From an optimization exercise on the open Yosys and OpenROAD flow, aimed at small area, a short achievable clock period and few clock cycles; shortcuts taken in it are not production practice. At most, simulation tests tie the RTL to the original design; equivalence was not proved. Only the layout flow was run in runs 1 to 3; the RTL was not checked for function there. Power and IR drop assume default switching activity.

==> flow/design.v (outline; a module is shown in full before it is edited, if it fits) <==
// module Register_File: 38 lines
// module MUL_S1: 796 lines
// module MUL_S2: 122 lines
// module MUL: 12 lines
// module RAM_mem: 21 lines
// module Memory_System: 13 lines
// module UC_FSM: 45 lines
// module MIPS_Multi_Cycle: 207 lines
module MIPS_Multi_Cycle
(
    input clk,
    input reset,
    input   [7:0] GPIO_i,
    output  [31:0] GPIO_o_hex,
    output  [9:0] rom_addr,
    input   [31:0] rom_data
);
  // ...
==> flow/flow/run.sh <==
#!/bin/bash
set -euo pipefail
bash standard.sh SETUP_SLACK_MARGIN=10.5 finish > standard.log 2>&1
==> flow/standard.sh <==
#!/bin/bash
# synth_recipe.tcl (not shown) runs the flow's synth.tcl, then flattens the netlist and writes it again
# the make line also repeats each setting of config.mk as NAME=value (left out here)
make -C /OpenROAD-flow-scripts/flow DESIGN_CONFIG=/design/flow/config.mk WORK_HOME=/design/flow/orfs CLKGATE_MAP_FILE= SYNTH_SCRIPT=/design/flow/synth_recipe.tcl "${@:-finish}"
==> flow/config.mk <==
export PLATFORM = sky130hd
export DESIGN_NAME = MIPS_Multi_Cycle
export DESIGN_NICKNAME = MIPS_Multi_Cycle
export VERILOG_FILES = /design/flow/design.v
export SDC_FILE = /design/flow/constraint.sdc
export NUM_CORES = 8
export LEC_CHECK = 0
export ABC_CLOCK_PERIOD_IN_PS = 3000
export CAP_MARGIN = 30
export CORE_MARGIN = 2
export CORE_UTILIZATION = 60
export CTS_BUF_LIST = sky130_fd_sc_hd__clkbuf_8
export CTS_CLUSTER_DIAMETER = 50
export CTS_CLUSTER_SIZE = 12
export SLEW_MARGIN = 30
==> flow/constraint.sdc <==
create_clock -name core_clock -period 15.0 [get_ports {clk}]
set_input_delay 3.0000 -clock core_clock [delete_from_list [all_inputs] [get_ports {clk}]]
set_output_delay 3.0000 -clock core_clock [all_outputs]
set_load 0.01 [all_outputs]
==> summary.txt, run 1 <==
GLOBAL ROUTING
-----------------------------------------------------------------------------------------------------
Number of antenna violations at the first check in global routing                                  55
Via count of the first global-routing pass                                                     112793
Global routing met2 resource utilization                                                       74.71%

PLACEMENT
-----------------------------------------------------------------------------------------------------
Setup Slack @ Placement                                                                      8.495 ns
Placed cell area                                                                         0.1622 sq mm
Gp weighted congestion                                                                          1.004
Final HPWL DP                                                                                410.3 mm
Count of placed standard cells including taps                                                   14186

TIMING
-----------------------------------------------------------------------------------------------------
Measured slew at the worst slew-check pin                                                    1.347 ns
Top achievable clock speed                                                                  202.6 MHz

STATUS
-----------------------------------------------------------------------------------------------------
Run status                                                                               finished clean

FINISH
-----------------------------------------------------------------------------------------------------
Sequential cells                                                                                 3684
Clock-cell share                                                                               4.204%
Biggest register                                                                              RAM.ram
Fillers                                                                                         18370
Commonest non-fill, non-tap cells in the layout                                          sky130_fd_sc_hd__edfxtp_1, sky130_fd_sc_hd__a221oi_1, sky130_fd_sc_hd__a22o_1
#MultiIn Comb                                                                                    6417
Share of cell area taken by multi-input logic gates                                            27.85%
Number of flip-flops under the largest register name                                             2048

YOSYS
-----------------------------------------------------------------------------------------------------
Mean post-synth cell area                                                                 14.01 sq um
Synth async-reset ratio                                                                        3.230%
Yosys reg bits                                                                                   3684
Synthesized netlist cell count                                                                  11172
Post-synth net total                                                                            11521
Post-synthesis share of cell area spent on full adders, half adders and majority gates         3.785%
Yosys top cell area share                                                                      60.52%
Post-synthesis cell area                                                                 0.1565 sq mm

CRITICAL PATH
-----------------------------------------------------------------------------------------------------
Arrival time of the worst setup path                                                          1.94 ns

ROUTE
-----------------------------------------------------------------------------------------------------
Met3 wire len                                                                                125.9 mm
ANT nets after route                                                                                0
Number of DRC markers after the initial detailed-route iteration                                27078
Detailed Routing Iterations Pass 1                                                                 13

CLOCKING
-----------------------------------------------------------------------------------------------------
Clock root buffer                                                                        sky130_fd_sc_hd__clkbuf_8
Post-cts repair resize count                                                                      526
CTS Sinks                                                                                        3684

PWR
-----------------------------------------------------------------------------------------------------
Combinational cell power                                                                      4.85 mW
Clock distribution power                                                                      6.60 mW
Seq group                                                                                     12.1 mW
Share of total power in sequential cells                                                        51.4%

MIN PATH
-----------------------------------------------------------------------------------------------------
Hold path start                                                                                 e_mul
Hold/Removal Path Class                                                                  flop to flop

==> module Register_File, before the edit <==
module Register_File (
    input             clk,
    input             reset,
    input             we,           
    input      [4:0]  wa,
    input      [31:0] wd,
    input      [4:0]  ra1,
    input      [4:0]  ra2,
    input      [31:0] ra1_oh,
    input      [31:0] ra2_oh,
    output     [31:0] rd1,
    output     [31:0] rd2
);
reg [31:0] rf [1:31];
reg [31:1] rv;
integer i;
always @(posedge clk) begin
    for (i = 1; i < 32; i = i + 1)
        if (we && wa == i) rf[i] <= wd;
end
always @(posedge clk or negedge reset) begin
    if (!reset) rv <= 31'b0;
    else if (we) rv[wa] <= 1'b1;
end
wire [31:1] vs1 = ra1_oh[31:1] & rv;
wire [31:1] vs2 = ra2_oh[31:1] & rv;
reg [31:0] q1, q2;
always @(*) begin
    q1 = (ra1_oh[29] & ~rv[29]) ? 32'h1001_00FC : 32'h0;
    q2 = (ra2_oh[29] & ~rv[29]) ? 32'h1001_00FC : 32'h0;
    for (i = 1; i < 32; i = i + 1) begin
        q1 = q1 | (rf[i] & {32{vs1[i]}});
        q2 = q2 | (rf[i] & {32{vs2[i]}});
    end
end
assign rd1 = (we && wa == ra1) ? wd : q1;
assign rd2 = (we && wa == ra2) ? wd : q2;
endmodule
==> module MIPS_Multi_Cycle, before the edit <==
module MIPS_Multi_Cycle
(
    input clk,
    input reset,
    input   [7:0] GPIO_i,
    output  [31:0] GPIO_o_hex,
    output  [9:0] rom_addr,
    input   [31:0] rom_data
);
reg  [9:0]  pc_f;         
reg  [9:0]  ra_q;         
reg         halted;
reg  [31:0] d_ir;
reg  [9:0]  d_pc;
reg  [9:0]  d_pt;         
reg  [31:0] d_rs_oh, d_rt_oh;    
reg         d_v;
reg  [9:0]  ras0, ras1;
reg  [31:0] e_a, e_b, e_sd;
reg  [9:0]  e_bt;
reg  [4:0]  e_rd;
reg         e_we, e_beq, e_lw, e_sw, e_mul, e_slt;
reg         e_sdl;
reg  [31:0] m_res, m_sd;
reg  [4:0]  m_rd;
reg         m_we, m_lw, m_sw, m_mul, m_rom, m_sdr;
reg         m_isport, m_isgpio, m_isram;
reg  [63:0] m_wsel;       
reg  [31:0] w_res;
reg  [4:0]  w_rd;
reg         w_we;
reg  [31:0] port_q;
reg  [7:0]  gpio_q;
assign rom_addr   = ra_q;
assign GPIO_o_hex = port_q;
wire [4:0] d_rs = d_ir[25:21];
wire [4:0] d_rt = d_ir[20:16];
wire is_jr, is_halt, is_jmp, is_jal, is_beq, is_slti, is_mul, is_lw, is_sw;
wire imm_b, const_b, use_rs, use_rt, wen;
wire [4:0] wdest;
UC_FSM DEC (
    .ir(d_ir), .is_jr(is_jr), .is_halt(is_halt), .is_jmp(is_jmp), .is_jal(is_jal),
    .is_beq(is_beq), .is_slti(is_slti), .is_mul(is_mul), .is_lw(is_lw), .is_sw(is_sw),
    .imm_b(imm_b), .const_b(const_b), .use_rs(use_rs), .use_rt(use_rt),
    .wen(wen), .wdest(wdest)
);
wire [31:0] rs_v, rt_v;
Register_File RF (
    .clk(clk), .reset(reset),
    .we(w_we), .wa(w_rd), .wd(w_res),
    .ra1(d_rs), .ra2(d_rt), .ra1_oh(d_rs_oh), .ra2_oh(d_rt_oh),
    .rd1(rs_v), .rd2(rt_v)
);
wire ex_wr_rs  = e_we & (e_rd == d_rs);
wire ex_wr_rt  = e_we & (e_rd == d_rt);
wire mem_wr_rs = m_we & (m_rd == d_rs);
wire mem_wr_rt = m_we & (m_rd == d_rt);
wire e_late    = e_lw | e_mul;
wire m_late    = m_rom | m_mul;    
wire stall_lu = (e_late & ((use_rs & ex_wr_rs) | (use_rt & ex_wr_rt))) |
                (m_late & (((use_rs | is_jr) & mem_wr_rs) | ((use_rt | is_sw) & mem_wr_rt))) |
                (is_jr & ex_wr_rs);
wire        ex_taken;
wire        ex_rom;
wire [9:0]  ex_ra;
wire [31:0] x_res;
wire [31:0] mem_res;
wire d_stall = d_v & stall_lu;
wire d_go    = d_v & ~d_stall & ~ex_taken;
wire [31:0] jr_v = mem_wr_rs ? mem_res : rs_v;
wire d_jump  = d_go & is_jr & (jr_v[11:2] != d_pt);
wire d_halt  = d_go & is_halt;
wire [31:0] fwd_rs = ex_wr_rs ? x_res : mem_wr_rs ? mem_res : rs_v;
wire [31:0] fwd_rt = ex_wr_rt ? x_res : mem_wr_rt ? mem_res : rt_v;
wire [9:0]  d_jt = jr_v[11:2];
wire [31:0] sext = {{16{d_ir[15]}}, d_ir[15:0]};
wire [10:0] pc_inc = {1'b0, d_pc} + 11'd1;
wire [31:0] link = {9'b0, 1'b1, 9'b0, pc_inc[10], pc_inc[9:0], 2'b00};
wire [31:0] cval = is_jal ? link :
                   d_ir[27] ? {d_ir[15:0], 16'b0} :    
                   {24'b0, gpio_q};
wire [31:0] d_b = const_b ? cval :
                  imm_b ? (is_slti ? ~sext : sext) : fwd_rt;
wire [31:0] d_a = const_b ? 32'b0 : fwd_rs;
wire       if_jmp  = (rom_data[31:27] == 5'b00001);
wire       if_jal  = if_jmp & rom_data[26];
wire       if_jr   = (rom_data[31:26] == 6'h00) & (rom_data[5:0] == 6'h08);
wire [9:0] pc_inc1 = pc_f + 10'd1;
wire [9:0] pc_seq  = if_jmp ? rom_data[9:0] : if_jr ? ras0 : pc_inc1;
wire       pc_hold = d_stall | m_rom | halted | d_halt;
wire       if_go   = ~(ex_taken | d_jump | pc_hold);
wire [9:0] pc_next = ex_taken ? e_bt :
                     d_jump   ? d_jt :
                     pc_hold  ? pc_f : pc_seq;
always @(posedge clk or negedge reset) begin
    if (!reset) begin
        ras0 <= 10'd0;
        ras1 <= 10'd0;
    end else if (if_go & if_jal) begin
        ras0 <= pc_inc1;
        ras1 <= ras0;
    end else if (if_go & if_jr) begin
        ras0 <= ras1;
    end
end
always @(posedge clk or negedge reset) begin
    if (!reset) begin
        pc_f   <= 10'd0;
        ra_q   <= 10'd0;
        halted <= 1'b0;
        d_v    <= 1'b0;
    end else begin
        pc_f   <= pc_next;
        ra_q   <= ex_rom ? ex_ra : pc_next;
        if (d_halt) halted <= 1'b1;
        if (ex_taken | ~d_stall)
            d_v <= ~(ex_taken | d_jump | d_halt | halted | m_rom);
    end
end
always @(posedge clk) begin
    if (~d_stall) begin
        d_ir <= rom_data;
        d_pc <= pc_f;
        d_pt <= ras0;
        d_rs_oh <= 32'b1 << rom_data[25:21];
        d_rt_oh <= 32'b1 << rom_data[20:16];
    end
end
always @(posedge clk or negedge reset) begin
    if (!reset) begin
        e_we <= 1'b0; e_beq <= 1'b0; e_lw <= 1'b0; e_sw <= 1'b0; e_mul <= 1'b0;
        e_slt <= 1'b0; e_sdl <= 1'b0;
    end else begin
        e_we   <= d_go & wen;
        e_beq  <= d_go & is_beq;
        e_lw   <= d_go & is_lw;
        e_sw   <= d_go & is_sw;
        e_mul  <= d_go & is_mul;
        e_slt  <= is_slti;
        e_sdl  <= ex_wr_rt & e_late;
    end
end
always @(posedge clk) begin
    e_a  <= d_a;
    e_b  <= d_b;
    e_sd <= fwd_rt;
    e_bt <= d_pc + 10'd1 + d_ir[9:0];
    e_rd <= wdest;
end
wire [32:0] sum = {1'b0, e_a} + {1'b0, e_b} + {32'b0, e_slt};
assign x_res = e_slt ? {31'b0, ~sum[32]} : sum[31:0];
assign ex_taken = e_beq & (e_a == e_b);
wire x_port = (sum[31:0] == 32'h003F_FFC0);
wire x_gpio = (sum[31:0] == 32'h003F_FFBC);
wire x_ram  = (sum[31:16] >= 16'h1001);
assign ex_rom = e_lw & ~x_port & ~x_gpio & ~x_ram;
assign ex_ra  = sum[11:2];
wire [63:0] x_wsel = 64'b1 << sum[7:2];
wire [31:0] mul_p;
MUL MULT (.clk(clk), .a(e_a), .b(e_b), .p(mul_p));
always @(posedge clk or negedge reset) begin
    if (!reset) begin
        m_we <= 1'b0; m_lw <= 1'b0; m_sw <= 1'b0; m_mul <= 1'b0; m_rom <= 1'b0;
        m_sdr <= 1'b0;
    end else begin
        m_we  <= e_we;
        m_lw  <= e_lw;
        m_sw  <= e_sw;
        m_mul <= e_mul;
        m_rom <= ex_rom;
        m_sdr <= e_sdl & m_late;
    end
end
always @(posedge clk) begin
    m_res <= x_res;
    m_sd  <= e_sdl ? mem_res : e_sd;    
    m_rd  <= e_rd;
    m_isport <= x_port;
    m_isgpio <= x_gpio;
    m_isram  <= x_ram;
    m_wsel   <= x_wsel;
    gpio_q   <= GPIO_i;
end
wire [31:0] st_d = m_sdr ? w_res : m_sd;
wire [31:0] ram_q, load_q;
RAM_mem RAM (
    .clk(clk), .we(m_sw & m_isram), .wsel(m_wsel), .din(st_d), .dout(ram_q)
);
Memory_System MS (
    .is_port(m_isport), .is_gpio(m_isgpio), .is_ram(m_isram),
    .ram_q(ram_q), .port_q(port_q), .gpio_q(gpio_q), .load_q(load_q)
);
assign mem_res = m_lw ? load_q : m_res;
always @(posedge clk or negedge reset) begin
    if (!reset) begin
        port_q <= 32'h0;
        w_we   <= 1'b0;
    end else begin
        if (m_sw & m_isport) port_q <= st_d;
        w_we <= m_we;
    end
end
always @(posedge clk) begin
    w_res <= m_rom ? rom_data : m_mul ? mul_p : mem_res;
    w_rd  <= m_rd;
end
endmodule
==> run 2: changes to the inputs <==
--- a/flow/design.v
+++ b/flow/design.v
@@ -5,8 +5,9 @@
     input      [4:0]  wa,
     input      [31:0] wd,
-    input      [4:0]  ra1,
+    input             hold,         
+    input      [4:0]  rs_n,
+    input      [4:0]  rt_n,
+    input      [4:0]  ra1,          
     input      [4:0]  ra2,
-    input      [31:0] ra1_oh,
-    input      [31:0] ra2_oh,
     output     [31:0] rd1,
     output     [31:0] rd2
@@ -19,17 +20,28 @@
         if (we && wa == i) rf[i] <= wd;
 end
+wire [31:1] rv_n = rv | ({31{we}} & (31'b1 << (wa - 5'd1)));
 always @(posedge clk or negedge reset) begin
     if (!reset) rv <= 31'b0;
-    else if (we) rv[wa] <= 1'b1;
+    else rv <= rv_n;
+end
+reg  [31:1] s1, s2;
+reg         sp1, sp2;
+wire [4:0]  a1_n  = hold ? ra1 : rs_n;
+wire [4:0]  a2_n  = hold ? ra2 : rt_n;
+wire [31:1] h1_n  = 31'b1 << (a1_n - 5'd1);
+wire [31:1] h2_n  = 31'b1 << (a2_n - 5'd1);
+always @(posedge clk) begin
+    s1  <= (a1_n == 5'd0) ? 31'b0 : h1_n & rv_n;
+    s2  <= (a2_n == 5'd0) ? 31'b0 : h2_n & rv_n;
+    sp1 <= (a1_n == 5'd29) & ~rv_n[29];
+    sp2 <= (a2_n == 5'd29) & ~rv_n[29];
 end
-wire [31:1] vs1 = ra1_oh[31:1] & rv;
-wire [31:1] vs2 = ra2_oh[31:1] & rv;
 reg [31:0] q1, q2;
 always @(*) begin
-    q1 = (ra1_oh[29] & ~rv[29]) ? 32'h1001_00FC : 32'h0;
-    q2 = (ra2_oh[29] & ~rv[29]) ? 32'h1001_00FC : 32'h0;
+    q1 = sp1 ? 32'h1001_00FC : 32'h0;
+    q2 = sp2 ? 32'h1001_00FC : 32'h0;
     for (i = 1; i < 32; i = i + 1) begin
-        q1 = q1 | (rf[i] & {32{vs1[i]}});
-        q2 = q2 | (rf[i] & {32{vs2[i]}});
+        q1 = q1 | (rf[i] & {32{s1[i]}});
+        q2 = q2 | (rf[i] & {32{s2[i]}});
     end
 end
@@ -1061,5 +1073,4 @@
 reg  [9:0]  d_pc;
 reg  [9:0]  d_pt;         
-reg  [31:0] d_rs_oh, d_rt_oh;    
 reg         d_v;
 reg  [9:0]  ras0, ras1;
@@ -1081,4 +1092,5 @@
 assign rom_addr   = ra_q;
 assign GPIO_o_hex = port_q;
+wire       d_stall;       
 wire [4:0] d_rs = d_ir[25:21];
 wire [4:0] d_rt = d_ir[20:16];
@@ -1096,5 +1108,6 @@
     .clk(clk), .reset(reset),
     .we(w_we), .wa(w_rd), .wd(w_res),
-    .ra1(d_rs), .ra2(d_rt), .ra1_oh(d_rs_oh), .ra2_oh(d_rt_oh),
+    .hold(d_stall), .rs_n(rom_data[25:21]), .rt_n(rom_data[20:16]),
+    .ra1(d_rs), .ra2(d_rt),
     .rd1(rs_v), .rd2(rt_v)
 );
@@ -1104,5 +1117,5 @@
 wire mem_wr_rt = m_we & (m_rd == d_rt);
 wire e_late    = e_lw | e_mul;
-wire m_late    = m_rom | m_mul;    
+wire m_late    = m_lw | m_mul;     
 wire stall_lu = (e_late & ((use_rs & ex_wr_rs) | (use_rt & ex_wr_rt))) |
                 (m_late & (((use_rs | is_jr) & mem_wr_rs) | ((use_rt | is_sw) & mem_wr_rt))) |
@@ -1113,5 +1126,5 @@
 wire [31:0] x_res;
 wire [31:0] mem_res;
-wire d_stall = d_v & stall_lu;
+assign d_stall = d_v & stall_lu;
 wire d_go    = d_v & ~d_stall & ~ex_taken;
 wire [31:0] jr_v = mem_wr_rs ? mem_res : rs_v;
@@ -1170,6 +1183,4 @@
         d_pc <= pc_f;
         d_pt <= ras0;
-        d_rs_oh <= 32'b1 << rom_data[25:21];
-        d_rt_oh <= 32'b1 << rom_data[20:16];
     end
 end
@@ -1216,10 +1227,10 @@
         m_mul <= e_mul;
         m_rom <= ex_rom;
-        m_sdr <= e_sdl & m_late;
+        m_sdr <= e_sdl;
     end
 end
 always @(posedge clk) begin
     m_res <= x_res;
-    m_sd  <= e_sdl ? mem_res : e_sd;    
+    m_sd  <= e_sd;
     m_rd  <= e_rd;
     m_isport <= x_port;
@@ -1238,5 +1249,5 @@
     .ram_q(ram_q), .port_q(port_q), .gpio_q(gpio_q), .load_q(load_q)
 );
-assign mem_res = m_lw ? load_q : m_res;
+assign mem_res = m_res;
 always @(posedge clk or negedge reset) begin
     if (!reset) begin
@@ -1249,5 +1260,5 @@
 end
 always @(posedge clk) begin
-    w_res <= m_rom ? rom_data : m_mul ? mul_p : mem_res;
+    w_res <= m_rom ? rom_data : m_mul ? mul_p : m_lw ? load_q : m_res;
     w_rd  <= m_rd;
 end
==> summary.txt, run 2 <==
ROUTE
-----------------------------------------------------------------------------------------------------
Number of vias after detailed routing                                                          120479   was 122966
DRC violations left                                                                                 0   unchanged
Number of DRC markers after the initial detailed-route iteration                                26452   was 27078
Ratio of routed vias to standard cells                                                          8.166   was 8.188
ANT nets after route                                                                                0   unchanged
Post-detailed-routing wire length                                                            702.3 mm   was 720.1 mm
Detailed-route wire length per cell                                                      47.61 microns   was 47.96 microns
Detailed Routing Iterations Pass 1                                                                 22   was 13

YOSYS
-----------------------------------------------------------------------------------------------------
Most instantiated library cell after synthesis                                           sky130_fd_sc_hd__edfxtp_1   unchanged
Share of the synthesized area in compound gates (AO/OA/AOI/OAI)                                16.96%   was 16.68%
Synth unique cells                                                                                 94   was 95
Post-synth net total                                                                            11296   was 11521
Simple-gate share of the synthesized area                                                      6.138%   was 6.918%
Commonest cells in the synthesized netlist                                               sky130_fd_sc_hd__edfxtp_1, sky130_fd_sc_hd__a221oi_1, sky130_fd_sc_hd__a22o_1, sky130_fd_sc_hd__nor2_1, sky130_fd_sc_hd__clkbuf_1   was sky130_fd_sc_hd__edfxtp_1, sky130_fd_sc_hd__a221oi_1, sky130_fd_sc_hd__a22o_1, sky130_fd_sc_hd__clkbuf_1, sky130_fd_sc_hd__nor2_1
Biggest area contributors in the synthesized netlist                                     sky130_fd_sc_hd__edfxtp_1, sky130_fd_sc_hd__dfxtp_1, sky130_fd_sc_hd__a221oi_1   unchanged
Post-synthesis cell area                                                                 0.1544 sq mm   was 0.1565 sq mm
Post-synthesis share of cell area spent on full adders, half adders and majority gates         3.701%   was 3.785%
Synth Flop Type                                                                          sky130_fd_sc_hd__edfxtp_1   unchanged
Yosys top cell area share                                                                      60.14%   was 60.52%
Area share of xor/xnor cells in the synthesized design                                         1.384%   was 1.326%
Dominant combinational cell family by area after synthesis                               compound AO/OA/AOI/OAI gates   unchanged
Multiplexer share of the synthesized area                                                     0.9685%   was 1.019%
Mean post-synth cell area                                                                 14.09 sq um   was 14.01 sq um
Synth warn                                                                                          6   unchanged
Synth async-reset ratio                                                                        3.228%   was 3.230%
Fraction of the yosys area taken by sequential cells                                           68.23%   was 67.68%
Yosys reg bits                                                                                   3686   was 3684
Biggest area consumer among synthesized cells                                            sky130_fd_sc_hd__edfxtp_1   unchanged
Synthesized netlist cell count                                                                  10959   was 11172
Number of enable-type register cells in the synthesized netlist                                  3092   was 3154

CLOCKING
-----------------------------------------------------------------------------------------------------
CTS Sinks                                                                                        3686   was 3684
Clock buffer count from CTS                                                                       386   was 389
Deepest level of the CTS H-tree                                                                     5   unchanged
Buffer depth of the longest clock path                                                              4   unchanged
CTS tree                                                                                         done   unchanged
Clock slew at reported path FFs                                                               0.09 ns   about the same
Clock insertion delay at the later pin of the skew report                                     1.23 ns   was 1.24 ns
Clock root buffer                                                                        sky130_fd_sc_hd__clkbuf_8   unchanged

CRITICAL PATH
-----------------------------------------------------------------------------------------------------
Category of the most critical setup path                                                 flop to primary output   unchanged
Family of cells with the greatest summed delay on the critical path                        flip-flops   unchanged
Worst setup endpoint                                                                     GPIO_o_hex[24]   was GPIO_o_hex[31]
Largest driver fanout on the critical path                                                          2   was 3
Highest-delay cell along the critical path                                               sky130_fd_sc_hd__dfrtp_2   unchanged
Worst path depth                                                                                    1   unchanged
Arrival time of the worst setup path                                                          1.96 ns   was 1.94 ns
Minimum setup slack among reg-to-reg paths                                                   10.33 ns   was 10.08 ns
Worst reg2reg startpoint                                                                    m_wsel[6]   was RF.rv[24]
FF-to-FF path depth                                                                                12   was 10
Launching element of the worst setup path                                                  port_q[24]   was port_q[31]
Category of the worst setup path capture point                                           primary output   unchanged
Critical path startpoint category                                                                flop   unchanged
Max stage delay on crit path                                                                  0.60 ns   was 0.52 ns
Reg-to-reg endpoint                                                                         w_res[24]   was e_b[4]
Critical Path RT                                                                             12.00 ns   about the same
Count of buffering cells on the critical path with inverters included                               1   unchanged
List of cells traversed by the critical path                                                    buf_6   unchanged

TIMING
-----------------------------------------------------------------------------------------------------
Top achievable clock speed                                                                  201.4 MHz   was 202.6 MHz
Count of endpoints failing setup in the final report                                                0   unchanged
Final total negative setup slack                                                                 0 ns   unchanged
Number of max-slew violations in the final report                                                   0   unchanged
Measured slew at the worst slew-check pin                                                    1.292 ns   was 1.347 ns
Final count of hold timing violations                                                               0   unchanged
Share of the clock period used by the worst path                                               33.10%   was 32.90%
Worst hold slack across all endpoints                                                       0.2788 ns   was 0.3804 ns
Minimum period implied by the final worst setup slack                                        4.965 ns   was 4.935 ns
RSZ-0062 raised after global routing                                                             true   unchanged
Worst-case clock skew                                                                       0.1610 ns   was 0.1420 ns
Tightest slew margin relative to the limit                                                     13.13%   was 10.18%

FLOORPLAN
-----------------------------------------------------------------------------------------------------
Die area                                                                                 0.2614 sq mm   was 0.2649 sq mm
Overall die height                                                                       511.3 microns   was 514.7 microns
Die Wd                                                                                   511.3 microns   was 514.7 microns
Core Region                                                                              0.2565 sq mm   was 0.2595 sq mm
Starting utilization of the core area                                                          60.20%   was 60.32%
Floorplan row count                                                                               186   was 187
# IOs                                                                                              84   unchanged

FINISH
-----------------------------------------------------------------------------------------------------
Biggest register                                                                              RAM.ram   unchanged
Number of flip-flops under the largest register name                                             2048   unchanged
Share of the core filled with cells in the final layout                                        65.89%   was 66.69%
Fillers                                                                                         18358   was 18370
Area growth from synthesis to layout                                                           9.450%   was 10.57%
Most frequent standard cell in the layout excluding fill and tap cells                   sky130_fd_sc_hd__edfxtp_1   unchanged
Final Net Count                                                                                 11414   was 11693
Commonest non-fill, non-tap cells in the layout                                          sky130_fd_sc_hd__edfxtp_1, sky130_fd_sc_hd__a221oi_1, sky130_fd_sc_hd__a22o_1   unchanged
Number of standard cells in the final layout excluding fillers                                  14753   was 15017
Top flop regs                                                                            RAM.ram: 2048 flops, RF.rf: 992 flops, MULT.cs_q: 119 flops   unchanged
Fraction of layout cells with a size suffix above 1                                            13.56%   was 15.10%

PWR
-----------------------------------------------------------------------------------------------------
Switching share of total power                                                                 32.94%   was 32.01%
Net Sw Power                                                                                 7.959 mW   was 7.540 mW
Reported leakage power                                                                       57.34 nW   was 58.77 nW
Fraction of power consumed by the clock network                                                 27.3%   was 28.0%
Power per standard cell area                                                             143.0 mW/mm^2   was 136.1 mW/mm^2
Proportion of power drawn by combinational gates                                                22.3%   was 20.6%
Cell-internal power                                                                          16.20 mW   was 16.01 mW
Share of total power in sequential cells                                                        50.4%   was 51.4%
Worst VDD drop                                                                              0.1223 mV   was 0.1152 mV

PLACEMENT
-----------------------------------------------------------------------------------------------------
Gp weighted congestion                                                                         0.9870   was 1.004
Port buffer count                                                                                  83   unchanged
Count of placed standard cells including taps                                                   13999   was 14186
Final HPWL DP                                                                                403.8 mm   was 410.3 mm

GLOBAL ROUTING
-----------------------------------------------------------------------------------------------------
Global routing met2 resource utilization                                                       74.14%   was 74.71%
Via count of the first global-routing pass                                                     109944   was 112793
Met3 Usage GRT                                                                                 21.46%   was 20.79%
Aggregate global routing overflow                                                                   0   unchanged
Most Used Layer, Global Route                                                                    met2   unchanged
Number of antenna violations at the first check in global routing                                  44   was 55
Global-route wire length before repair                                                       933.9 mm   was 953.5 mm
Grt met1 use                                                                                   63.39%   was 64.67%
Overall Global Routing Usage                                                                   52.55%   was 53.24%
Maximum number of pins on one net before global-route repair                                      110   was 81

RUN
-----------------------------------------------------------------------------------------------------
Number of violations of the max-capacitance limit                                                   0   unchanged

STATUS
-----------------------------------------------------------------------------------------------------
Run status                                                                               finished clean   unchanged

MIN PATH
-----------------------------------------------------------------------------------------------------
Hold/Removal Path Class                                                                  flop to flop   unchanged

-- run 2: through the flow --
step                      power (mW)  setup slack [ns]  cell area, sq um
after floorplan                14.95             10.39            154400
after global placement         17.32             8.987            160100
after detailed placement       17.39             9.063            160300
after CTS                      23.72             10.07            168100
after global routing           24.62             10.12            168900
final                          24.16             10.04            169000
-- run 2: how the worst min path moves through the flow --
stage | cells past startpoint | startpoint | endpoint
floorplan | 0 | e_sd[0] | m_sd[0]
global placement | 0 | e_sd[7] | m_sd[7]
detailed placement | 0 | e_sd[29] | m_sd[29]
CTS | 0 | e_sd[13] | m_sd[13]
global route | 0 | e_sd[13] | m_sd[13]
finish | 0 | e_sd[13] | m_sd[13]
-- run 2: area by class of cell --
class	instances	area [sq um]	share of cell area, %
multi-input cells	6213	46000	27.22
repair buffers	578	4916	2.909
flip-flops and latches	3686	105700	62.53
clock buffers	406	5588	3.307
inverters	212	802.0	0.4746
diodes	46	115.1	0.06812
clock inverters	228	1669	0.9878
well taps	3384	4234	2.506
-- run 2: worst reg2reg max path: cells and delay by family, from the launching register on --
kind	cells	cell delay, ns
AOI/OAI and AO/OA	6	1.94
buffers and inverters	3	0.95
DFF	1	0.47
and+or+nand+nor	3	1.13
-- run 2: routing by layer --
metal / part of all wire (%) / wire [microns] / vias up
met3: 17 / 121500 / 4283
met2: 41 / 288100 / 13780
li1: - / - / 44178
met4: 11 / 78540 / 39
met5: 0.088 / 616 / -
met1: 30 / 213700 / 58199
-- run 2: power by group through the flow --
stage                     registers (mW)  clock network, mW  logic, mW
after floorplan                     12.2                  0       2.71
after global placement              12.4                  0       4.91
after detailed placement            12.4                  0       5.00
after CTS                           12.2               6.48       5.07
after global routing                12.2               6.86       5.57
final                               12.2               6.59       5.39
-- run 2: timing repair --
item,CTS,global route
setup buffers,38,25
endpoints found under the setup margin,147,138
pin swaps,6,5
gates resized for setup,261,50
gates cloned,3,0
hold buffers,0,0
-- run 2: kinds of logic after synthesis --
group / count (synthesis)
flip-flops: 3686
AO/OA/AOI/OAI: 3485
AND/OR/NAND/NOR: 1993
buffers and inverters: 1062
adder cells (fa/ha/maj): 353
XOR/XNOR: 244
multiplexers: 136
==> run 3: changes to the inputs <==
==> flow/flow/run.sh (replaced) <==
#!/bin/bash
set -euo pipefail
bash standard.sh SETUP_SLACK_MARGIN=11.0 finish > standard.log 2>&1
==> summary.txt, run 3 <==
FINISH
-------------------------------------------------------------------------------------
Fraction of layout cells with a size suffix above 1                            15.26%   was 13.56%
Biggest register                                                              RAM.ram   unchanged
Most frequent standard cell in the layout excluding fill and tap cells   sky130_fd_sc_hd__edfxtp_1   unchanged
Commonest non-fill, non-tap cells in the layout                          sky130_fd_sc_hd__edfxtp_1, sky130_fd_sc_hd__a221oi_1, sky130_fd_sc_hd__a22o_1   unchanged
Number of flip-flops under the largest register name                             2048   unchanged
Final Net Count                                                                 11498   was 11414
Top flop regs                                                            RAM.ram: 2048 flops, RF.rf: 992 flops, MULT.cs_q: 119 flops   unchanged
Post-route design area                                                   0.1711 sq mm   was 0.1690 sq mm
Area growth from synthesis to layout                                           10.82%   was 9.450%
Share of the core filled with cells in the final layout                        66.71%   was 65.89%

FLOORPLAN
-------------------------------------------------------------------------------------
# IOs                                                                              84   unchanged
Core Region                                                              0.2565 sq mm   unchanged
Floorplan row count                                                               186   unchanged
Die area                                                                 0.2614 sq mm   unchanged
Die Wd                                                                   511.3 microns   unchanged
Starting utilization of the core area                                          60.20%   unchanged
Overall die height                                                       511.3 microns   unchanged

ROUTE
-------------------------------------------------------------------------------------
Detailed-route wire length per cell                                      47.90 microns   was 47.61 microns
Number of vias after detailed routing                                          120966   was 120479
DRC violations left                                                                 0   unchanged
Detailed Routing Iterations Pass 1                                                 22   unchanged
ANT nets after route                                                                0   unchanged
Post-detailed-routing wire length                                            710.4 mm   was 702.3 mm
Number of DRC markers after the initial detailed-route iteration                26588   was 26452
Ratio of routed vias to standard cells                                          8.157   was 8.166

CLOCKING
-------------------------------------------------------------------------------------
CTS tree                                                                         done   unchanged
Clock buffer count from CTS                                                       387   was 386
Buffer depth of the longest clock path                                              4   unchanged
Deepest level of the CTS H-tree                                                     5   unchanged
Post-cts hold buffer count                                                          0   unchanged
Clock slew at reported path FFs                                               0.08 ns   was 0.09 ns
CTS Sinks                                                                        3686   unchanged
Clock insertion delay at the later pin of the skew report                     1.23 ns   about the same
Clock root buffer                                                        sky130_fd_sc_hd__clkbuf_8   unchanged

GLOBAL ROUTING
-------------------------------------------------------------------------------------
Global routing met2 resource utilization                                       74.40%   was 74.14%
Global-route wire length before repair                                       941.4 mm   was 933.9 mm
Maximum number of pins on one net before global-route repair                       93   was 110
Grt met1 use                                                                   63.29%   was 63.39%
Most Used Layer, Global Route                                                    met2   unchanged
Number of antenna violations at the first check in global routing                  57   was 44
Via count of the first global-routing pass                                     110738   was 109944
Overall Global Routing Usage                                                   53.05%   was 52.55%
Met3 Usage GRT                                                                 22.07%   was 21.46%
Aggregate global routing overflow                                                   0   unchanged

PWR
-------------------------------------------------------------------------------------
Worst VDD drop                                                             0.09200 mV   was 0.1223 mV
Reported leakage power                                                       58.23 nW   was 57.34 nW
Final Total Pwr                                                              24.41 mW   was 24.16 mW
Power per standard cell area                                             142.7 mW/mm^2   was 143.0 mW/mm^2

YOSYS
-------------------------------------------------------------------------------------
Synth Flop Type                                                          sky130_fd_sc_hd__edfxtp_1   unchanged
Most instantiated library cell after synthesis                           sky130_fd_sc_hd__edfxtp_1   unchanged
Mean post-synth cell area                                                 14.09 sq um   unchanged
Fraction of the yosys area taken by sequential cells                           68.23%   unchanged
Biggest area contributors in the synthesized netlist                     sky130_fd_sc_hd__edfxtp_1, sky130_fd_sc_hd__dfxtp_1, sky130_fd_sc_hd__a221oi_1   unchanged
Synth warn                                                                          6   unchanged
Biggest area consumer among synthesized cells                            sky130_fd_sc_hd__edfxtp_1   unchanged
Yosys top cell area share                                                      60.14%   unchanged
Post-synthesis cell area                                                 0.1544 sq mm   unchanged
Post-synth net total                                                            11296   unchanged
Synthesized netlist cell count                                                  10959   unchanged
Yosys reg bits                                                                   3686   unchanged
Commonest cells in the synthesized netlist                               sky130_fd_sc_hd__edfxtp_1, sky130_fd_sc_hd__a221oi_1, sky130_fd_sc_hd__a22o_1, sky130_fd_sc_hd__nor2_1, sky130_fd_sc_hd__clkbuf_1   unchanged
Synth unique cells                                                                 94   unchanged
Number of enable-type register cells in the synthesized netlist                  3092   unchanged
Synth async-reset ratio                                                        3.228%   unchanged

PLACEMENT
-------------------------------------------------------------------------------------
Port buffer count                                                                  83   unchanged
Gp weighted congestion                                                          1.018   was 0.9870
Placed cell area                                                         0.1606 sq mm   was 0.1603 sq mm
Final HPWL DP                                                                410.1 mm   was 403.8 mm

CRITICAL PATH
-------------------------------------------------------------------------------------
Family of cells with the greatest summed delay on the critical path        flip-flops   unchanged
Critical Path RT                                                             12.00 ns   about the same
Category of the most critical setup path                                 flop to primary output   unchanged
Category of the worst setup path capture point                           primary output   unchanged
FF-to-FF path depth                                                                11   was 12
Count of buffering cells on the critical path with inverters included               1   unchanged
Arrival time of the worst setup path                                          1.96 ns   about the same
Critical path startpoint category                                                flop   unchanged
List of cells traversed by the critical path                                    buf_6   unchanged
Highest-delay cell along the critical path                               sky130_fd_sc_hd__dfrtp_2   unchanged
Max stage delay on crit path                                                  0.61 ns   was 0.60 ns
Worst path depth                                                                    1   unchanged
Largest driver fanout on the critical path                                          2   unchanged

MIN PATH
-------------------------------------------------------------------------------------
Cell depth of the worst hold path                                                   0   unchanged
Hold/Removal Path Class                                                  flop to flop   unchanged

TIMING
-------------------------------------------------------------------------------------
Worst-case clock skew                                                       0.1456 ns   was 0.1610 ns
Share of the clock period used by the worst path                               33.08%   was 33.10%
Count of endpoints failing setup in the final report                                0   unchanged
RSZ-0062 raised after global routing                                             true   unchanged
Tightest slew margin relative to the limit                                     10.89%   was 13.13%
Minimum period implied by the final worst setup slack                        4.962 ns   was 4.965 ns
Number of max-slew violations in the final report                                   0   unchanged
Measured slew at the worst slew-check pin                                    1.337 ns   was 1.292 ns
Final total negative setup slack                                                 0 ns   unchanged
Top achievable clock speed                                                  201.5 MHz   was 201.4 MHz
Final count of hold timing violations                                               0   unchanged

STATUS
-------------------------------------------------------------------------------------
Run status                                                               finished clean   unchanged

RUN
-------------------------------------------------------------------------------------
Number of violations of the max-capacitance limit                                   0   unchanged

[run 3: cell count changes in the layout (fill, tap and decap cells not counted), sizes merged, moves of 3 or more]
cell,delta
dlygate4sd2,+6
clkinvlp,+4
clkinv,-14
buf,+78
diode,-3
clkdlybuf4s50,-10
inv,+10
dlymetal6s2s,+4
[run 3: through the flow]
stage / instances / setup slack, ns / hold WS (ns)
after floorplan: 10959 / 10.39 / 0.3096
after global placement: 14011 / 8.963 / 0.3114
final: 14829 / 10.04 / 0.3031
after detailed placement: 14014 / 9.060 / 0.3121
after CTS: 14754 / 10.06 / 0.3220
after global routing: 14790 / 10.12 / 0.3235
[run 3: per-layer routing]
metal / vias up / routed length, microns
li1: 44333 / -
met1: 58223 / 213000
met2: 13918 / 288000
met3: 4428 / 125100
met4: 64 / 83660
met5: - / 727
[run 3: report_power, final]
| part | switching, mW | internal (mW) | total (mW) |
|---|---|---|---|
| clock | 3.73 | 2.82 | 6.55 |
| sequential | 0.413 | 11.7 | 12.1 |
| combinational | 3.93 | 1.79 | 5.72 |
| total | 8.07 | 16.3 | 24.4 |
[run 3: layout make-up]
type | count | area, sq um
flip-flops and latches | 3686 | 105700
fillers | 18198 | 85380
multi-input cells | 6212 | 46730
repair buffers | 662 | 6289
clock buffers | 402 | 5533
well taps | 3384 | 4234
clock inverters | 228 | 1673
inverters | 212 | 812.0
diodes | 43 | 107.6
[run 3: final timing paths]
path / start / to / slack (ns)
min in group asynchronous: reset / port_q[9] / 1.81
max: port_q[21] / GPIO_o_hex[21] / 10.04
min: e_sd[1] / m_sd[1] / 0.30
max in group asynchronous: reset / port_q[22] / 11.72
min reg2reg: e_sd[1] / m_sd[1] / 0.30
max reg2reg: m_wsel[44] / w_res[22] / 10.28
[run 3: repair_timing]
| item | 4_1_cts | 5_1_grt |
|---|---|---|
| setup buffers | 104 | 29 |
| gates cloned | 6 | 3 |
| endpoints found under the hold margin | 0 | 0 |
| pin swaps | 48 | 44 |
| setup endpoints to repair | 268 | 185 |
| resized for setup | 472 | 159 |
[run 3: cells by family (layout without fill, tap and decap cells)]
kind of cell             Yosys count  count (layout)  synth area share (%)
flip-flops                      3686            3686                 68.23
AO/OA/AOI/OAI                   3485            3486                 16.96
AND/OR/NAND/NOR                 1993            1993                 6.138
buffers and inverters           1062            1504                 2.618
adder cells (fa/ha/maj)          353             353                 3.701
XOR/XNOR                         244             244                 1.384
multiplexers                     136             136                0.9685
other                              0              43                     0
[run 3: worst reg2reg max path: stages (launching register included)]
cell                       delay, ns
sky130_fd_sc_hd__dfxtp_2        0.32
sky130_fd_sc_hd__buf_4          0.28
sky130_fd_sc_hd__buf_4          0.40
sky130_fd_sc_hd__a22o_1         0.32
sky130_fd_sc_hd__a221oi_1       0.33
sky130_fd_sc_hd__nand4_1        0.17
sky130_fd_sc_hd__nor4_2         0.68
sky130_fd_sc_hd__nor2_1         0.11
sky130_fd_sc_hd__a21oi_1        1.04
sky130_fd_sc_hd__a211oi_1       0.25
sky130_fd_sc_hd__a211oi_2       0.57
sky130_fd_sc_hd__a21oi_1        0.08
==> module Memory_System, before the edit <==
module Memory_System (
    input         is_port,
    input         is_gpio,
    input         is_ram,
    input  [31:0] ram_q,
    input  [31:0] port_q,
    input  [7:0]  gpio_q,
    output [31:0] load_q
);
assign load_q = is_port ? port_q :
                is_gpio ? {24'b0, gpio_q} :
                is_ram  ? ram_q : 32'b0;
endmodule
==> run 4: changes to the inputs <==
--- a/flow/design.v
+++ b/flow/design.v
@@ -10,4 +10,6 @@
     input      [4:0]  ra1,          
     input      [4:0]  ra2,
+    input             byp1,         
+    input             byp2,
     output     [31:0] rd1,
     output     [31:0] rd2
@@ -46,6 +48,6 @@
     end
 end
-assign rd1 = (we && wa == ra1) ? wd : q1;
-assign rd2 = (we && wa == ra2) ? wd : q2;
+assign rd1 = byp1 ? wd : q1;
+assign rd2 = byp2 ? wd : q2;
 endmodule
 module MUL_S1 (
@@ -1003,13 +1005,9 @@
     input         is_port,
     input         is_gpio,
-    input         is_ram,
-    input  [31:0] ram_q,
     input  [31:0] port_q,
     input  [7:0]  gpio_q,
-    output [31:0] load_q
+    output [31:0] io_q
 );
-assign load_q = is_port ? port_q :
-                is_gpio ? {24'b0, gpio_q} :
-                is_ram  ? ram_q : 32'b0;
+assign io_q = (port_q & {32{is_port}}) | ({24'b0, gpio_q} & {32{is_gpio}});
 endmodule
 module UC_FSM (
@@ -1076,5 +1074,6 @@
 reg  [9:0]  ras0, ras1;
 reg  [31:0] e_a, e_b, e_sd;
-reg  [9:0]  e_bt;
+reg  [9:0]  e_bt;         
+reg         e_jr, e_jlate;
 reg  [4:0]  e_rd;
 reg         e_we, e_beq, e_lw, e_sw, e_mul, e_slt;
@@ -1083,5 +1082,5 @@
 reg  [4:0]  m_rd;
 reg         m_we, m_lw, m_sw, m_mul, m_rom, m_sdr;
-reg         m_isport, m_isgpio, m_isram;
+reg         m_isport, m_isgpio, m_isram, m_ldram;
 reg  [63:0] m_wsel;       
 reg  [31:0] w_res;
@@ -1089,8 +1088,13 @@
 reg         w_we;
 reg  [31:0] port_q;
+reg  [31:0] port_rb;
+reg         port_wr;      
 reg  [7:0]  gpio_q;
 assign rom_addr   = ra_q;
 assign GPIO_o_hex = port_q;
 wire       d_stall;       
+reg        f_xs, f_xt;    
+reg        f_ms, f_mt;    
+reg        f_ws, f_wt;    
 wire [4:0] d_rs = d_ir[25:21];
 wire [4:0] d_rt = d_ir[20:16];
@@ -1109,17 +1113,17 @@
     .we(w_we), .wa(w_rd), .wd(w_res),
     .hold(d_stall), .rs_n(rom_data[25:21]), .rt_n(rom_data[20:16]),
-    .ra1(d_rs), .ra2(d_rt),
+    .ra1(d_rs), .ra2(d_rt), .byp1(f_ws), .byp2(f_wt),
     .rd1(rs_v), .rd2(rt_v)
 );
-wire ex_wr_rs  = e_we & (e_rd == d_rs);
-wire ex_wr_rt  = e_we & (e_rd == d_rt);
-wire mem_wr_rs = m_we & (m_rd == d_rs);
-wire mem_wr_rt = m_we & (m_rd == d_rt);
+wire ex_wr_rs  = f_xs;
+wire ex_wr_rt  = f_xt;
+wire mem_wr_rs = f_ms;
+wire mem_wr_rt = f_mt;
 wire e_late    = e_lw | e_mul;
 wire m_late    = m_lw | m_mul;     
-wire stall_lu = (e_late & ((use_rs & ex_wr_rs) | (use_rt & ex_wr_rt))) |
-                (m_late & (((use_rs | is_jr) & mem_wr_rs) | ((use_rt | is_sw) & mem_wr_rt))) |
-                (is_jr & ex_wr_rs);
-wire        ex_taken;
+wire stall_lu = (e_late & (((use_rs | is_jr) & ex_wr_rs) | (use_rt & ex_wr_rt))) |
+                (m_late & ((use_rs & mem_wr_rs) | ((use_rt | is_sw) & mem_wr_rt)));
+wire        ex_redir;      
+wire [9:0]  ex_tgt;
 wire        ex_rom;
 wire [9:0]  ex_ra;
@@ -1127,11 +1131,22 @@
 wire [31:0] mem_res;
 assign d_stall = d_v & stall_lu;
-wire d_go    = d_v & ~d_stall & ~ex_taken;
-wire [31:0] jr_v = mem_wr_rs ? mem_res : rs_v;
-wire d_jump  = d_go & is_jr & (jr_v[11:2] != d_pt);
+wire d_go    = d_v & ~d_stall & ~ex_redir;
 wire d_halt  = d_go & is_halt;
+wire [4:0] rs_nx = d_stall ? d_rs : rom_data[25:21];
+wire [4:0] rt_nx = d_stall ? d_rt : rom_data[20:16];
+always @(posedge clk or negedge reset) begin
+    if (!reset) begin
+        f_xs <= 1'b0; f_xt <= 1'b0; f_ms <= 1'b0; f_mt <= 1'b0; f_ws <= 1'b0; f_wt <= 1'b0;
+    end else begin
+        f_xs <= d_go & wen & (wdest == rom_data[25:21]);
+        f_xt <= d_go & wen & (wdest == rom_data[20:16]);
+        f_ms <= e_we & (e_rd == rs_nx);
+        f_mt <= e_we & (e_rd == rt_nx);
+        f_ws <= m_we & (m_rd == rs_nx);
+        f_wt <= m_we & (m_rd == rt_nx);
+    end
+end
 wire [31:0] fwd_rs = ex_wr_rs ? x_res : mem_wr_rs ? mem_res : rs_v;
 wire [31:0] fwd_rt = ex_wr_rt ? x_res : mem_wr_rt ? mem_res : rt_v;
-wire [9:0]  d_jt = jr_v[11:2];
 wire [31:0] sext = {{16{d_ir[15]}}, d_ir[15:0]};
 wire [10:0] pc_inc = {1'b0, d_pc} + 11'd1;
@@ -1149,7 +1164,6 @@
 wire [9:0] pc_seq  = if_jmp ? rom_data[9:0] : if_jr ? ras0 : pc_inc1;
 wire       pc_hold = d_stall | m_rom | halted | d_halt;
-wire       if_go   = ~(ex_taken | d_jump | pc_hold);
-wire [9:0] pc_next = ex_taken ? e_bt :
-                     d_jump   ? d_jt :
+wire       if_go   = ~(ex_redir | pc_hold);
+wire [9:0] pc_next = ex_redir ? ex_tgt :
                      pc_hold  ? pc_f : pc_seq;
 always @(posedge clk or negedge reset) begin
@@ -1174,6 +1188,6 @@
         ra_q   <= ex_rom ? ex_ra : pc_next;
         if (d_halt) halted <= 1'b1;
-        if (ex_taken | ~d_stall)
-            d_v <= ~(ex_taken | d_jump | d_halt | halted | m_rom);
+        if (ex_redir | ~d_stall)
+            d_v <= ~(ex_redir | d_halt | halted | m_rom);
     end
 end
@@ -1188,8 +1202,10 @@
     if (!reset) begin
         e_we <= 1'b0; e_beq <= 1'b0; e_lw <= 1'b0; e_sw <= 1'b0; e_mul <= 1'b0;
-        e_slt <= 1'b0; e_sdl <= 1'b0;
+        e_slt <= 1'b0; e_sdl <= 1'b0; e_jr <= 1'b0; e_jlate <= 1'b0;
     end else begin
         e_we   <= d_go & wen;
         e_beq  <= d_go & is_beq;
+        e_jr   <= d_go & is_jr;
+        e_jlate <= m_late & mem_wr_rs;
         e_lw   <= d_go & is_lw;
         e_sw   <= d_go & is_sw;
@@ -1203,13 +1219,16 @@
     e_b  <= d_b;
     e_sd <= fwd_rt;
-    e_bt <= d_pc + 10'd1 + d_ir[9:0];
+    e_bt <= is_jr ? d_pt : d_pc + 10'd1 + d_ir[9:0];
     e_rd <= wdest;
 end
 wire [32:0] sum = {1'b0, e_a} + {1'b0, e_b} + {32'b0, e_slt};
 assign x_res = e_slt ? {31'b0, ~sum[32]} : sum[31:0];
-assign ex_taken = e_beq & (e_a == e_b);
+wire [9:0] jr_t = e_jlate ? w_res[11:2] : e_a[11:2];
+assign ex_redir = (e_beq & (e_a == e_b)) | (e_jr & (jr_t != e_bt));
+assign ex_tgt   = e_jr ? jr_t : e_bt;
 wire x_port = (sum[31:0] == 32'h003F_FFC0);
 wire x_gpio = (sum[31:0] == 32'h003F_FFBC);
 wire x_ram  = (sum[31:16] >= 16'h1001);
+wire x_ldram = e_lw & x_ram;
 assign ex_rom = e_lw & ~x_port & ~x_gpio & ~x_ram;
 assign ex_ra  = sum[11:2];
@@ -1237,28 +1256,35 @@
     m_isgpio <= x_gpio;
     m_isram  <= x_ram;
+    m_ldram  <= x_ldram;
     m_wsel   <= x_wsel;
     gpio_q   <= GPIO_i;
 end
 wire [31:0] st_d = m_sdr ? w_res : m_sd;
-wire [31:0] ram_q, load_q;
+wire [31:0] ram_q, io_q;
 RAM_mem RAM (
     .clk(clk), .we(m_sw & m_isram), .wsel(m_wsel), .din(st_d), .dout(ram_q)
 );
 Memory_System MS (
-    .is_port(m_isport), .is_gpio(m_isgpio), .is_ram(m_isram),
-    .ram_q(ram_q), .port_q(port_q), .gpio_q(gpio_q), .load_q(load_q)
+    .is_port(m_isport), .is_gpio(m_isgpio),
+    .port_q(port_rb & {32{port_wr}}), .gpio_q(gpio_q), .io_q(io_q)
 );
 assign mem_res = m_res;
 always @(posedge clk or negedge reset) begin
     if (!reset) begin
-        port_q <= 32'h0;
-        w_we   <= 1'b0;
+        port_q  <= 32'h0;
+        port_wr <= 1'b0;
+        w_we    <= 1'b0;
     end else begin
-        if (m_sw & m_isport) port_q <= st_d;
+        if (m_sw & m_isport) begin
+            port_q  <= st_d;
+            port_wr <= 1'b1;
+        end
         w_we <= m_we;
     end
 end
 always @(posedge clk) begin
-    w_res <= m_rom ? rom_data : m_mul ? mul_p : m_lw ? load_q : m_res;
+    if (m_sw & m_isport) port_rb <= st_d;
+    w_res <= (ram_q & {32{m_ldram}}) | (rom_data & {32{m_rom}}) |
+             (m_mul ? mul_p : m_lw ? io_q : m_res);
     w_rd  <= m_rd;
 end
==> flow/flow/run.sh (replaced) <==
#!/bin/bash
set -euo pipefail
bash standard.sh SETUP_SLACK_MARGIN=10.5 finish > standard.log 2>&1
--- a/flow/config.mk
+++ b/flow/config.mk
@@ -10,6 +10,3 @@
 export CORE_MARGIN = 2
 export CORE_UTILIZATION = 60
-export CTS_BUF_LIST = sky130_fd_sc_hd__clkbuf_8
-export CTS_CLUSTER_DIAMETER = 50
-export CTS_CLUSTER_SIZE = 12
 export SLEW_MARGIN = 30
==> summary.txt, run 4 <==
STATUS
-------------------------------------------------------------------------------------
Run status                                                               finished clean   unchanged

TIMING
-------------------------------------------------------------------------------------
RSZ-0062 raised after global routing                                             true   unchanged
Top achievable clock speed                                                  214.7 MHz   was 201.5 MHz
Worst hold slack across all endpoints                                       0.2835 ns   was 0.3031 ns
Share of the clock period used by the worst path                               31.05%   was 33.08%
Minimum period implied by the final worst setup slack                        4.657 ns   was 4.962 ns
Tightest slew margin relative to the limit                                     20.50%   was 10.89%
Count of endpoints failing setup in the final report                                0   unchanged
Measured slew at the worst slew-check pin                                    1.192 ns   was 1.337 ns
Number of max-slew violations in the final report                                   0   unchanged
Worst-case clock skew                                                       0.1112 ns   was 0.1456 ns
Final total negative setup slack                                                 0 ns   unchanged
Final count of hold timing violations                                               0   unchanged

CRITICAL PATH
-------------------------------------------------------------------------------------
Category of the worst setup path capture point                           primary output   unchanged
Minimum setup slack among reg-to-reg paths                                   10.47 ns   was 10.28 ns
Max stage delay on crit path                                                  0.49 ns   was 0.61 ns
List of cells traversed by the critical path                                    buf_6   unchanged
Category of the most critical setup path                                 flop to primary output   unchanged
Count of buffering cells on the critical path with inverters included               1   unchanged
Critical path startpoint category                                                flop   unchanged
Highest-delay cell along the critical path                               sky130_fd_sc_hd__dfrtp_2   unchanged
Critical Path RT                                                             12.00 ns   about the same
Largest driver fanout on the critical path                                          2   unchanged
Family of cells with the greatest summed delay on the critical path        flip-flops   unchanged
Arrival time of the worst setup path                                          1.66 ns   was 1.96 ns

GLOBAL ROUTING
-------------------------------------------------------------------------------------
Via count of the first global-routing pass                                     109216   was 110738
Aggregate global routing overflow                                                   0   unchanged
Overall Global Routing Usage                                                   51.95%   was 53.05%
Global-route wire length before repair                                       923.8 mm   was 941.4 mm
Number of antenna violations at the first check in global routing                  68   was 57
Maximum number of pins on one net before global-route repair                       87   was 93

CLOCKING
-------------------------------------------------------------------------------------
Clock insertion delay at the later pin of the skew report                     1.01 ns   was 1.23 ns
Deepest level of the CTS H-tree                                                     5   unchanged
Clock root buffer                                                        sky130_fd_sc_hd__clkbuf_16   was sky130_fd_sc_hd__clkbuf_8
CTS tree                                                                         done   unchanged
Clock buffer count from CTS                                                       374   was 387
Buffer depth of the longest clock path                                              4   unchanged
CTS Sinks                                                                        3728   was 3686
Clock slew at reported path FFs                                               0.07 ns   was 0.08 ns

FINISH
-------------------------------------------------------------------------------------
Share of the core filled with cells in the final layout                        67.77%   was 66.71%
Post-route design area                                                   0.1740 sq mm   was 0.1711 sq mm
Final Net Count                                                                 11284   was 11498
Commonest non-fill, non-tap cells in the layout                          sky130_fd_sc_hd__edfxtp_1, sky130_fd_sc_hd__a221oi_1, sky130_fd_sc_hd__a22o_1   unchanged
Number of flip-flops under the largest register name                             2048   unchanged
Most frequent standard cell in the layout excluding fill and tap cells   sky130_fd_sc_hd__edfxtp_1   unchanged
Area growth from synthesis to layout                                           12.44%   was 10.82%
Top flop regs                                                            RAM.ram: 2048 flops, RF.rf: 992 flops, MULT.cs_q: 119 flops   unchanged
Biggest register                                                              RAM.ram   unchanged
Fraction of layout cells with a size suffix above 1                            13.56%   was 15.26%

ROUTE
-------------------------------------------------------------------------------------
ANT nets after route                                                                0   unchanged
Post-detailed-routing wire length                                            693.5 mm   was 710.4 mm
Number of DRC markers after the initial detailed-route iteration                25897   was 26588
Number of vias after detailed routing                                          119128   was 120966
Detailed-route wire length per cell                                      47.20 microns   was 47.90 microns
DRC violations left                                                                 0   unchanged
Detailed Routing Iterations Pass 1                                                 13   was 22
Ratio of routed vias to standard cells                                          8.108   was 8.157

YOSYS
-------------------------------------------------------------------------------------
Yosys reg bits                                                                   3728   was 3686
Mean post-synth cell area                                                 14.27 sq um   was 14.09 sq um
Post-synth net total                                                            11179   was 11296
Post-synthesis cell area                                                 0.1547 sq mm   was 0.1544 sq mm
Fraction of the yosys area taken by sequential cells                           68.86%   was 68.23%
Number of enable-type register cells in the synthesized netlist                  3124   was 3092
Synth warn                                                                          6   unchanged
Biggest area contributors in the synthesized netlist                     sky130_fd_sc_hd__edfxtp_1, sky130_fd_sc_hd__dfxtp_1, sky130_fd_sc_hd__a221oi_1   unchanged
Synthesized netlist cell count                                                  10842   was 10959
Synth async-reset ratio                                                        3.433%   was 3.228%
Yosys top cell area share                                                      60.63%   was 60.14%
Biggest area consumer among synthesized cells                            sky130_fd_sc_hd__edfxtp_1   unchanged
Commonest cells in the synthesized netlist                               sky130_fd_sc_hd__edfxtp_1, sky130_fd_sc_hd__a221oi_1, sky130_fd_sc_hd__a22o_1, sky130_fd_sc_hd__clkbuf_1, sky130_fd_sc_hd__nand2_1   was sky130_fd_sc_hd__edfxtp_1, sky130_fd_sc_hd__a221oi_1, sky130_fd_sc_hd__a22o_1, sky130_fd_sc_hd__nor2_1, sky130_fd_sc_hd__clkbuf_1
Synth unique cells                                                                 90   was 94
Synth Flop Type                                                          sky130_fd_sc_hd__edfxtp_1   unchanged
Most instantiated library cell after synthesis                           sky130_fd_sc_hd__edfxtp_1   unchanged

PLACEMENT
-------------------------------------------------------------------------------------
Placed cell area                                                         0.1610 sq mm   was 0.1606 sq mm
Gp weighted congestion                                                          1.021   was 1.018
Final HPWL DP                                                                390.4 mm   was 410.1 mm
Port buffer count                                                                  83   unchanged

FLOORPLAN
-------------------------------------------------------------------------------------
Die area                                                                 0.2620 sq mm   was 0.2614 sq mm
Floorplan row count                                                               186   unchanged
Overall die height                                                       511.8 microns   was 511.3 microns
# IOs                                                                              84   unchanged
Die Wd                                                                   511.8 microns   was 511.3 microns
Starting utilization of the core area                                          60.28%   was 60.20%
Core Region                                                              0.2567 sq mm   was 0.2565 sq mm

PWR
-------------------------------------------------------------------------------------
Power per standard cell area                                             156.4 mW/mm^2   was 142.7 mW/mm^2
Reported leakage power                                                       59.05 nW   was 58.23 nW
Worst VDD drop                                                              0.1291 mV   was 0.09200 mV

MIN PATH
-------------------------------------------------------------------------------------
Hold/Removal Path Class                                                  flop to flop   unchanged

RUN
-------------------------------------------------------------------------------------
Number of violations of the max-capacitance limit                                   0   unchanged

-- run 4: stage by stage --
stage / total power [mW] / setup slack, ns / std cells
after CTS: 26.74 / 10.34 / 14623
after floorplan: 14.98 / 10.48 / 10842
after global placement: 17.50 / 9.068 / 13902
after global routing: 27.65 / 10.37 / 14654
final: 27.21 / 10.34 / 14693
after detailed placement: 17.62 / 8.990 / 13909
-- run 4: what timing repair did --
| item | in CTS | in global routing |
|---|---|---|
| gates resized for setup | 242 | 38 |
| setup buffers | 23 | 14 |
| setup endpoints to repair | 84 | 93 |
| hold buffers | 0 | 0 |
| pin swaps | 11 | 4 |
| gates cloned | 5 | 0 |
-- run 4: per-layer routing --
layer  global-route usage [%]  up-vias  part of all wire [%]
li1                         -    43934                     -
met1                    63.72    57891                    31
met2                    72.84    13311                    41
met3                    20.41     3944                    18
met4                    42.27       48                    11
met5                   0.4384        -                 0.080
-- run 4: path summary, 6_finish.rpt --
kind	from	to	cells past startpoint
max	port_q[25]	GPIO_o_hex[25]	1
min	e_sd[29]	m_sd[29]	0
max reg2reg	e_slt	ra_q[3]	15
min reg2reg	e_sd[29]	m_sd[29]	0
max in group asynchronous	reset	f_ms	2
min in group asynchronous	reset	port_q[0]	1
-- run 4: kinds of logic after synthesis --
kind of cell	after synthesis	share of synthesized area, %
flops	3728	68.86
compound gates	3425	16.75
simple gates	1961	5.957
buf+inv	1004	2.451
fa+ha+maj	339	3.602
xor+xnor	241	1.364
mux	144	1.021
-- run 4: layout make-up --
| cell class | instances | area [sq um] |
|---|---|---|
| repair buffers | 549 | 4644 |
| clock buffers | 471 | 10010 |
| multi-input cells | 6112 | 45420 |
| fillers | 17830 | 82720 |
| inverters | 182 | 691.9 |
| diodes | 52 | 130.1 |
| flip-flops and latches | 3728 | 106800 |
| well taps | 3384 | 4234 |
| clock inverters | 215 | 1999 |
-- run 4: power breakdown --
group | switching [mW] | internal (mW)
clock | 4.17 | 5.20
sequential | 0.435 | 11.9
combinational | 3.87 | 1.67
total | 8.48 | 18.7
-- run 4: worst register-to-register path: cells and delay by family, from the launching register on --
kind | cells | cell delay, ns
multiplexers | 2 | 0.68
AND/OR/NAND/NOR | 3 | 0.67
buffers and inverters | 2 | 0.26
flip-flops | 1 | 0.38
adder cells (fa/ha/maj) | 2 | 0.81
AO/OA/AOI/OAI | 6 | 1.59
Testbench counts of run 4, summed over its fixed seeds: cycles 508,117.
==> run 5: changes to the inputs <==
--- a/flow/config.mk
+++ b/flow/config.mk
@@ -10,3 +10,6 @@
 export CORE_MARGIN = 2
 export CORE_UTILIZATION = 60
+export CTS_BUF_LIST = sky130_fd_sc_hd__clkbuf_8
+export CTS_CLUSTER_DIAMETER = 50
+export CTS_CLUSTER_SIZE = 12
 export SLEW_MARGIN = 30
==> summary.txt, run 5 <==
YOSYS
-------------------------------------------------------------------------------------
Multiplexer share of the synthesized area                                      1.021%   unchanged
Synth Flop Type                                                          sky130_fd_sc_hd__edfxtp_1   unchanged
Synth async-reset ratio                                                        3.433%   unchanged
Most instantiated library cell after synthesis                           sky130_fd_sc_hd__edfxtp_1   unchanged
Synth warn                                                                          6   unchanged
Simple-gate share of the synthesized area                                      5.957%   unchanged
Synth unique cells                                                                 90   unchanged
Fraction of the yosys area taken by sequential cells                           68.86%   unchanged
Area share of xor/xnor cells in the synthesized design                         1.364%   unchanged
Dominant combinational cell family by area after synthesis               compound AO/OA/AOI/OAI gates   unchanged
Post-synth net total                                                            11179   unchanged
Post-synthesis cell area                                                 0.1547 sq mm   unchanged
Yosys top cell area share                                                      60.63%   unchanged
Number of enable-type register cells in the synthesized netlist                  3124   unchanged
Share of the synthesized area in compound gates (AO/OA/AOI/OAI)                16.75%   unchanged

TIMING
-------------------------------------------------------------------------------------
Count of endpoints failing setup in the final report                                0   unchanged
Tightest slew margin relative to the limit                                     20.94%   was 20.50%
RSZ-0062 raised after global routing                                             true   unchanged
Top achievable clock speed                                                  206.3 MHz   was 214.7 MHz
Worst hold slack across all endpoints                                       0.3026 ns   was 0.2835 ns

CRITICAL PATH
-------------------------------------------------------------------------------------
Highest-delay cell along the critical path                               sky130_fd_sc_hd__dfrtp_2   unchanged
List of cells traversed by the critical path                                    buf_6   unchanged
Launching element of the worst setup path                                  port_q[12]   was port_q[25]
Critical path startpoint category                                                flop   unchanged
Count of buffering cells on the critical path with inverters included               1   unchanged
Arrival time of the worst setup path                                          1.85 ns   was 1.66 ns
Category of the most critical setup path                                 flop to primary output   unchanged
Worst reg2reg startpoint                                                        e_slt   unchanged
Max stage delay on crit path                                                  0.50 ns   was 0.49 ns

PWR
-------------------------------------------------------------------------------------
Net Sw Power                                                                 8.075 mW   was 8.476 mW
Power per standard cell area                                             144.8 mW/mm^2   was 156.4 mW/mm^2
Switching share of total power                                                 32.95%   was 31.15%
Reported leakage power                                                       57.20 nW   was 59.05 nW
Share of total power in sequential cells                                        50.1%   was 45.2%
Fraction of power consumed by the clock network                                 27.3%   was 34.4%
Proportion of power drawn by combinational gates                                22.5%   was 20.4%
Worst VDD drop                                                              0.1270 mV   was 0.1291 mV

FINISH
-------------------------------------------------------------------------------------
Commonest non-fill, non-tap cells in the layout                          sky130_fd_sc_hd__edfxtp_1, sky130_fd_sc_hd__a221oi_1, sky130_fd_sc_hd__a22o_1   unchanged
Top flop regs                                                            RAM.ram: 2048 flops, RF.rf: 992 flops, MULT.cs_q: 119 flops   unchanged
Number of standard cells in the final layout excluding fillers                  14618   was 14693
Number of flip-flops under the largest register name                             2048   unchanged
Area growth from synthesis to layout                                           9.412%   was 12.44%
Most frequent standard cell in the layout excluding fill and tap cells   sky130_fd_sc_hd__edfxtp_1   unchanged

PLACEMENT
-------------------------------------------------------------------------------------
Final HPWL DP                                                                390.4 mm   unchanged
Count of placed standard cells including taps                                   13909   unchanged
Port buffer count                                                                  83   unchanged
Placed cell area                                                         0.1610 sq mm   unchanged

CLOCKING
-------------------------------------------------------------------------------------
Clock insertion delay at the later pin of the skew report                     1.25 ns   was 1.01 ns
CTS tree                                                                         done   unchanged
Buffer depth of the longest clock path                                              4   unchanged
Clock root buffer                                                        sky130_fd_sc_hd__clkbuf_8   was sky130_fd_sc_hd__clkbuf_16
Post-cts hold buffer count                                                          0   unchanged
Clock slew at reported path FFs                                               0.09 ns   was 0.07 ns

STATUS
-------------------------------------------------------------------------------------
Run status                                                               finished clean   unchanged

GLOBAL ROUTING
-------------------------------------------------------------------------------------
Aggregate global routing overflow                                                   0   unchanged
Maximum number of pins on one net before global-route repair                       87   unchanged
Global-route wire length before repair                                       921.2 mm   was 923.8 mm
Overall Global Routing Usage                                                   51.84%   was 51.95%

FLOORPLAN
-------------------------------------------------------------------------------------
Overall die height                                                       511.8 microns   unchanged
Die Wd                                                                   511.8 microns   unchanged
Die area                                                                 0.2620 sq mm   unchanged
Core Region                                                              0.2567 sq mm   unchanged

ROUTE
-------------------------------------------------------------------------------------
Number of vias after detailed routing                                          118621   was 119128
Number of DRC markers after the initial detailed-route iteration                25235   was 25897
Detailed Routing Iterations Pass 1                                                 13   unchanged
ANT nets after route                                                                0   unchanged
Detailed-route wire length per cell                                      47.38 microns   was 47.20 microns
DRC violations left                                                                 0   unchanged
Post-detailed-routing wire length                                            692.7 mm   was 693.5 mm

RUN
-------------------------------------------------------------------------------------
Number of violations of the max-capacitance limit                                   0   unchanged

MIN PATH
-------------------------------------------------------------------------------------
Hold path start                                                              e_sd[29]   unchanged

[run 5: cell counts after synthesis]
No cell type changed its count.
[run 5: routing by layer]
layer	global-route usage (%)	vias up	wire, microns
li1	-	43784	-
met3	20.78	3717	121800
met1	63.66	57797	214800
met5	0.2557	-	349
met4	40.99	44	72440
met2	72.88	13279	283300
[run 5: final cells by class]
class	instances	area [sq um]
clock buffer	407	5602
timing repair buffer	545	4593
inverter	182	691.9
antenna	41	102.6
tap	3384	4234
sequential	3728	106800
multi-input combinational	6112	45410
fill	18347	87410
clock inverter	219	1809
[run 5: power groups by stage]
stage | combinational [mW] | clock [mW] | sequential (mW)
floorplan | 2.63 | 0 | 12.3
global placement | 5.01 | 0 | 12.5
detailed placement | 5.12 | 0 | 12.5
CTS | 5.21 | 6.61 | 12.3
global route | 5.67 | 6.98 | 12.3
finish | 5.52 | 6.70 | 12.3
[run 5: kinds of logic after synthesis]
| logic type | after synthesis |
|---|---|
| XOR/XNOR | 241 |
| buffers and inverters | 1004 |
| AO/OA/AOI/OAI | 3425 |
| AND/OR/NAND/NOR | 1961 |
| adder cells (fa/ha/maj) | 339 |
| flip-flops | 3728 |
| multiplexers | 144 |
[run 5: through the flow]
stage | utilization [%] | worst slack (ns)
2_1_floorplan | - | 10.48
3_3_place_gp | 62.59 | 9.068
3_5_place_dp | 62.71 | 8.990
4_1_cts | 65.75 | 10.14
5_1_grt | 65.92 | 10.18
6_report | 65.95 | 10.15
[run 5: path summary, 6_finish.rpt]
path | cells past startpoint | endpoint
worst max-delay path | 1 | GPIO_o_hex[12]
worst min-delay path | 0 | m_sd[29]
worst max register to register | 15 | ra_q[3]
worst min register to register | 0 | m_sd[29]
max in group asynchronous | 2 | f_ms
min in group asynchronous | 1 | e_lw
[run 5: repair_timing]
action | 4_1_cts | 5_1_grt
setup endpoints to repair | 81 | 95
pin swaps | 10 | 2
gates resized for setup | 240 | 43
hold endpoints to repair | 0 | 0
setup buffers | 23 | 11
gates cloned | 5 | 0

[what the ideal ports hide]
Ports are ideal in the flow. The routed layouts listed here were re-timed in OpenROAD.
Step 1, drivers: a clkbuf_16 drives clk and a buf_2 each remaining input, both assumed.
Step 2, shift: input delay + t, output delay - t, t = (earliest + latest rising clock arrival at the registers) / 2. This alone moves slack from input paths to output paths.
Slacks: no drivers / after step 1 / after step 2; pairs: no drivers / after step 1.
run	t (ns)	slack for setup (ns)
run 1	1.276	10.065 / 9.963 / 9.317
run 2	1.234	10.035 / 9.948 / 9.432
run 3	1.264	10.038 / 9.930 / 9.668
run 4	1.063	10.343 / 10.238 / 9.506
run 5	1.249	10.153 / 10.048 / 9.441
After both steps setup and hold are still met in every run listed.
